From an optimization exercise on the open Yosys and OpenROAD flow, aimed at small area, a short achievable clock period and few clock cycles per item; shortcuts taken in it are not production practice. Only simulation tests tie the RTL to the original design; equivalence was not proved. The flow treats the clock pin as an ideal source, which a real chip does not have. Power figures rest on the tool's default switching activity, not on a simulated workload.

==> flow/design.v (excerpt) <==
module jpc_idecode(
    input  wire        clk,
    input  wire        rst,
    input  wire [31:0] instr_I,
    input  wire        instr_valid_I,
    input  wire        decode_ready_I,
    output wire        instr_ready_O,
    output wire [6:0]  opcode_O,
    output wire [2:0]  funct3_O,
    output wire [4:0]  rd_O,
    output wire [31:0] imm32_O,
    output wire [4:0]  rs1_O,
    output wire [4:0]  rs2_O,
    output wire [6:0]  funct7_O,
    output wire        ecall_O,
    output wire        ebreak_O,
    output wire        fence_O,
    output wire        fence_i_O,
    output wire        error_O,
    output reg         decode_valid_O
);
export LEC_CHECK = 0
export CAP_MARGIN = 20
export CORE_MARGIN = 2
export CORE_UTILIZATION = 55
export SETUP_SLACK_MARGIN = 2.65
export SLEW_MARGIN = 20
create_clock -name core_clock -period 5.0 [get_ports {clk}]
standard.sh (not shown) runs the stock make flow with config.mk's settings and CLKGATE_MAP_FILE= SYNTH_SCRIPT=/design/flow/synth_recipe.tcl, a recipe that flattens the netlist after the stock synthesis.
==> flow/flow/run.sh <==
#!/bin/bash
# The standard layout with three changes:
#  - synthesis maps the logic with an area-oriented ABC script (flow/synth.tcl is the standard flow's
#    standard synthesis script with only ABC's script replaced by flow/abc_area.script);
#  - the port buffers are the platform's smallest plain buffer (buf_1) instead of the
#    default pick, a delay cell;
#  - clock tree synthesis is replaced by flow/clock.tcl: a few clock buffers, each at the
#    centre of a group of nearby flip-flops, driven directly by the clock port.
# Each tool's full output goes to a log of its own in this folder.
set -euo pipefail
HERE=$(pwd)
export MY_ABC_SCRIPT=$HERE/flow/abc_area.script
SYN="SYNTH_SCRIPT=$HERE/flow/synth.tcl"
PORTS="BUFFER_PORTS_ARGS=-buffer_cell sky130_fd_sc_hd__buf_1"
bash standard.sh "$SYN" "$PORTS" place > flow_place.log 2>&1
MARGIN=$(sed -n "s/^export SETUP_SLACK_MARGIN *= *//p" config.mk)
SETUP_SLACK_MARGIN=${MARGIN:-0} RES_DIR=orfs/results/$FLOW_PLATFORM/jpc_idecode/base \
  CLOCK_GROUPS=3 CLOCK_BUF=sky130_fd_sc_hd__clkbuf_8 \
  openroad -no_init -exit flow/clock.tcl > flow_clock.log 2>&1
bash standard.sh "$SYN" "$PORTS" finish > flow_finish.log 2>&1
==> flow/flow/clock.tcl <==
# Clock distribution in place of ORFS's clock tree synthesis: the flip-flops are split into
# a few groups by position (k-means), and one clock buffer at the centre of each group drives
# that group's clock pins; the clock port drives only these buffers. Then the same timing
# repair and legalisation as ORFS's CTS step, and its outputs (4_1_cts.odb, 4_cts.sdc).
set res $::env(RES_DIR)
set k $::env(CLOCK_GROUPS)
set buf_cell $::env(CLOCK_BUF)
read_liberty $::env(FLOW_HOME)/platforms/sky130hd/lib/sky130_fd_sc_hd__tt_025C_1v80.lib
read_db $res/3_place.odb
read_sdc $res/3_place.sdc
source $::env(FLOW_HOME)/platforms/sky130hd/setRC.tcl

set block [ord::get_db_block]
set dbu [$block getDbUnitsPerMicron]

# clock pin of each flip-flop and its position in um
set pts {}
foreach pin [all_registers -clock_pins] {
  set bbox [[sta::sta_to_db_inst [get_cells -of_objects $pin]] getBBox]
  lappend pts [list $pin [expr {([$bbox xMin] + [$bbox xMax]) / 2.0 / $dbu}] \
                         [expr {([$bbox yMin] + [$bbox yMax]) / 2.0 / $dbu}]]
}
set n [llength $pts]

# k-means, seeded with points spread along x+y
set sorted [lsort -real -command {apply {{a b} {
  set d [expr {[lindex $a 1] + [lindex $a 2] - [lindex $b 1] - [lindex $b 2]}]
  expr {$d < 0 ? -1 : ($d > 0 ? 1 : 0)}}}} $pts]
set cents {}
for {set c 0} {$c < $k} {incr c} {
  set p [lindex $sorted [expr {int(($c + 0.5) * $n / $k)}]]
  lappend cents [list [lindex $p 1] [lindex $p 2]]
}
for {set it 0} {$it < 50} {incr it} {
  for {set c 0} {$c < $k} {incr c} { set grp($c) {}; set sx($c) 0.0; set sy($c) 0.0 }
  foreach p $pts {
    set best 0; set bd 1e30
    for {set c 0} {$c < $k} {incr c} {
      set dx [expr {[lindex $p 1] - [lindex $cents $c 0]}]
      set dy [expr {[lindex $p 2] - [lindex $cents $c 1]}]
      set d [expr {$dx * $dx + $dy * $dy}]
      if {$d < $bd} { set bd $d; set best $c }
    }
    lappend grp($best) [lindex $p 0]
    set sx($best) [expr {$sx($best) + [lindex $p 1]}]
    set sy($best) [expr {$sy($best) + [lindex $p 2]}]
  }
  set new {}
  for {set c 0} {$c < $k} {incr c} {
    set m [llength $grp($c)]
    if {$m == 0} { lappend new [lindex $cents $c] } else {
      lappend new [list [expr {$sx($c) / $m}] [expr {$sy($c) / $m}]]
    }
  }
  set cents $new
}

# final assignment with at most ceil(n/k) flip-flops per group: nearest pairs first
set cap [expr {($n + $k - 1) / $k}]
set pairs {}
foreach p $pts {
  for {set c 0} {$c < $k} {incr c} {
    set dx [expr {[lindex $p 1] - [lindex $cents $c 0]}]
    set dy [expr {[lindex $p 2] - [lindex $cents $c 1]}]
    lappend pairs [list [expr {$dx * $dx + $dy * $dy}] [lindex $p 0] $c [lindex $p 1] [lindex $p 2]]
  }
}
for {set c 0} {$c < $k} {incr c} { set grp($c) {}; set sx($c) 0.0; set sy($c) 0.0 }
set done [dict create]
foreach q [lsort -real -index 0 $pairs] {
  lassign $q d pin c x y
  if {[dict exists $done $pin] || [llength $grp($c)] >= $cap} { continue }
  dict set done $pin 1
  lappend grp($c) $pin
  set sx($c) [expr {$sx($c) + $x}]
  set sy($c) [expr {$sy($c) + $y}]
}
set cents {}
for {set c 0} {$c < $k} {incr c} {
  set m [llength $grp($c)]
  if {$m == 0} { lappend cents {0 0} } else { lappend cents [list [expr {$sx($c) / $m}] [expr {$sy($c) / $m}]] }
}

for {set c 0} {$c < $k} {incr c} {
  if {[llength $grp($c)] == 0} { continue }
  lassign [lindex $cents $c] x y
  puts "clock group $c: [llength $grp($c)] flip-flops, buffer at $x $y"
  set sta_buf [insert_buffer -buffer_cell $buf_cell -net clk -load_pins $grp($c) \
    -location [list $x $y] -buffer_name clkbuf_$c -net_name clknet_$c]
  set buf [sta::sta_to_db_inst $sta_buf]
  foreach term {A X} { [[$buf findITerm $term] getNet] setSigType CLOCK }
}

set_propagated_clock [all_clocks]
estimate_parasitics -placement
detailed_placement
estimate_parasitics -placement
set margin 0
if {[info exists ::env(SETUP_SLACK_MARGIN)]} { set margin $::env(SETUP_SLACK_MARGIN) }
repair_timing -setup -setup_margin $margin -repair_tns 100
repair_timing -hold -hold_margin 0
detailed_placement
check_placement -verbose
report_checks -path_delay max -group_path_count 5 -format end
report_check_types -max_slew -max_capacitance -violators
foreach pin [all_registers -clock_pins] {
  set s [get_property $pin slew_max]
  if {![info exists worst] || $s > $worst} { set worst $s }
}
puts "worst flip-flop clock slew (estimated): $worst"
write_db $res/4_1_cts.odb
write_sdc -no_timestamp $res/4_cts.sdc
Other scripts of this flow, unchanged in this note and not shown: flow/flow/abc_area.script, flow/flow/synth.tcl
The first run passed the timing, DRC and antenna checks.
Testbench counts at the start, summed over its fixed seeds: cycles 12,646, items 12,000.
Next try:
CAP_MARGIN = 0   (was 20)
CORE_UTILIZATION = 40   (was 55)
PLACE_DENSITY = 0.8   (was not set)
SLEW_MARGIN = 0   (was 20)
What happened: Fmax is higher by 1.6%; via count climbs by 2.1%; wire length is higher by 3.8%; synthesized area is unchanged; count of clock-buffer cells in the layout does not change; setup slack gains 0.037 ns.
Next try:
--- a/flow/flow/run.sh
+++ b/flow/flow/run.sh
@@ -18 +18 @@
-  CLOCK_GROUPS=3 CLOCK_BUF=sky130_fd_sc_hd__clkbuf_8 \
+  CLOCK_GROUPS=2 CLOCK_BUF=sky130_fd_sc_hd__clkbuf_8 \
CAP_MARGIN = 20   (was 0)
PLACE_DENSITY = not set   (was 0.8)
SLEW_MARGIN = 20   (was 0)
The changed run finished with timing, DRC and antenna clean; first-iteration DRC count decreases by a few percent; via count stays flat; wire length increases slightly; global-route usage increases by 0.22 points; count of clock-buffer cells in the layout decreases by 1.
Next try:
--- a/flow/flow/run.sh
+++ b/flow/flow/run.sh
@@ -18 +18 @@
-  CLOCK_GROUPS=2 CLOCK_BUF=sky130_fd_sc_hd__clkbuf_8 \
+  CLOCK_GROUPS=3 CLOCK_BUF=sky130_fd_sc_hd__clkbuf_8 \
=> Via count falls by 1.3%. Total power climbs by 3.1%. Sequential share of layout area goes down by 0.43 points. Worst setup slack is better by 0.014 ns. Die area does not change. Core utilization went up by 0.33 points.

static timing again, ports no longer ideal:
How much do the figures lean on ideal ports? The routed layouts below were timed once more, with nothing changed but the port constraints.
Step 1 sets driving cells, clkbuf_16 on the clock port and buf_2 on the other inputs (assumed; they add their load-dependent delay and slew).
Step 2, shift: input delay + t, output delay - t, t = (earliest + latest rising clock arrival at the registers) / 2. This alone moves slack from input paths to output paths.
Slacks: ideal / step 1 / step 2; pairs: ideal / step 1.
run	t (ns)	slack for setup (ns)	latest minus earliest clock arrival (ns)	worst slew at a driven data input, ns	pins driven straight from the clock port
the first run	0.189	2.738 / 2.749 / 2.566	0.013 / 0.013	0.04	3
the second run	0.193	2.774 / 2.752 / 2.660	0.017 / 0.016	0.04	3
the third run	0.203	2.761 / 2.730 / 2.702	0.004 / 0.004	0.04	2
the fourth run	0.189	2.775 / 2.747 / 2.717	0.006 / 0.006	0.04	3
After both steps setup and hold are still met in every run listed. The setup slack of the first run, which loses most, moves by +0.011 ns with the drivers and by -0.172 ns with both steps.
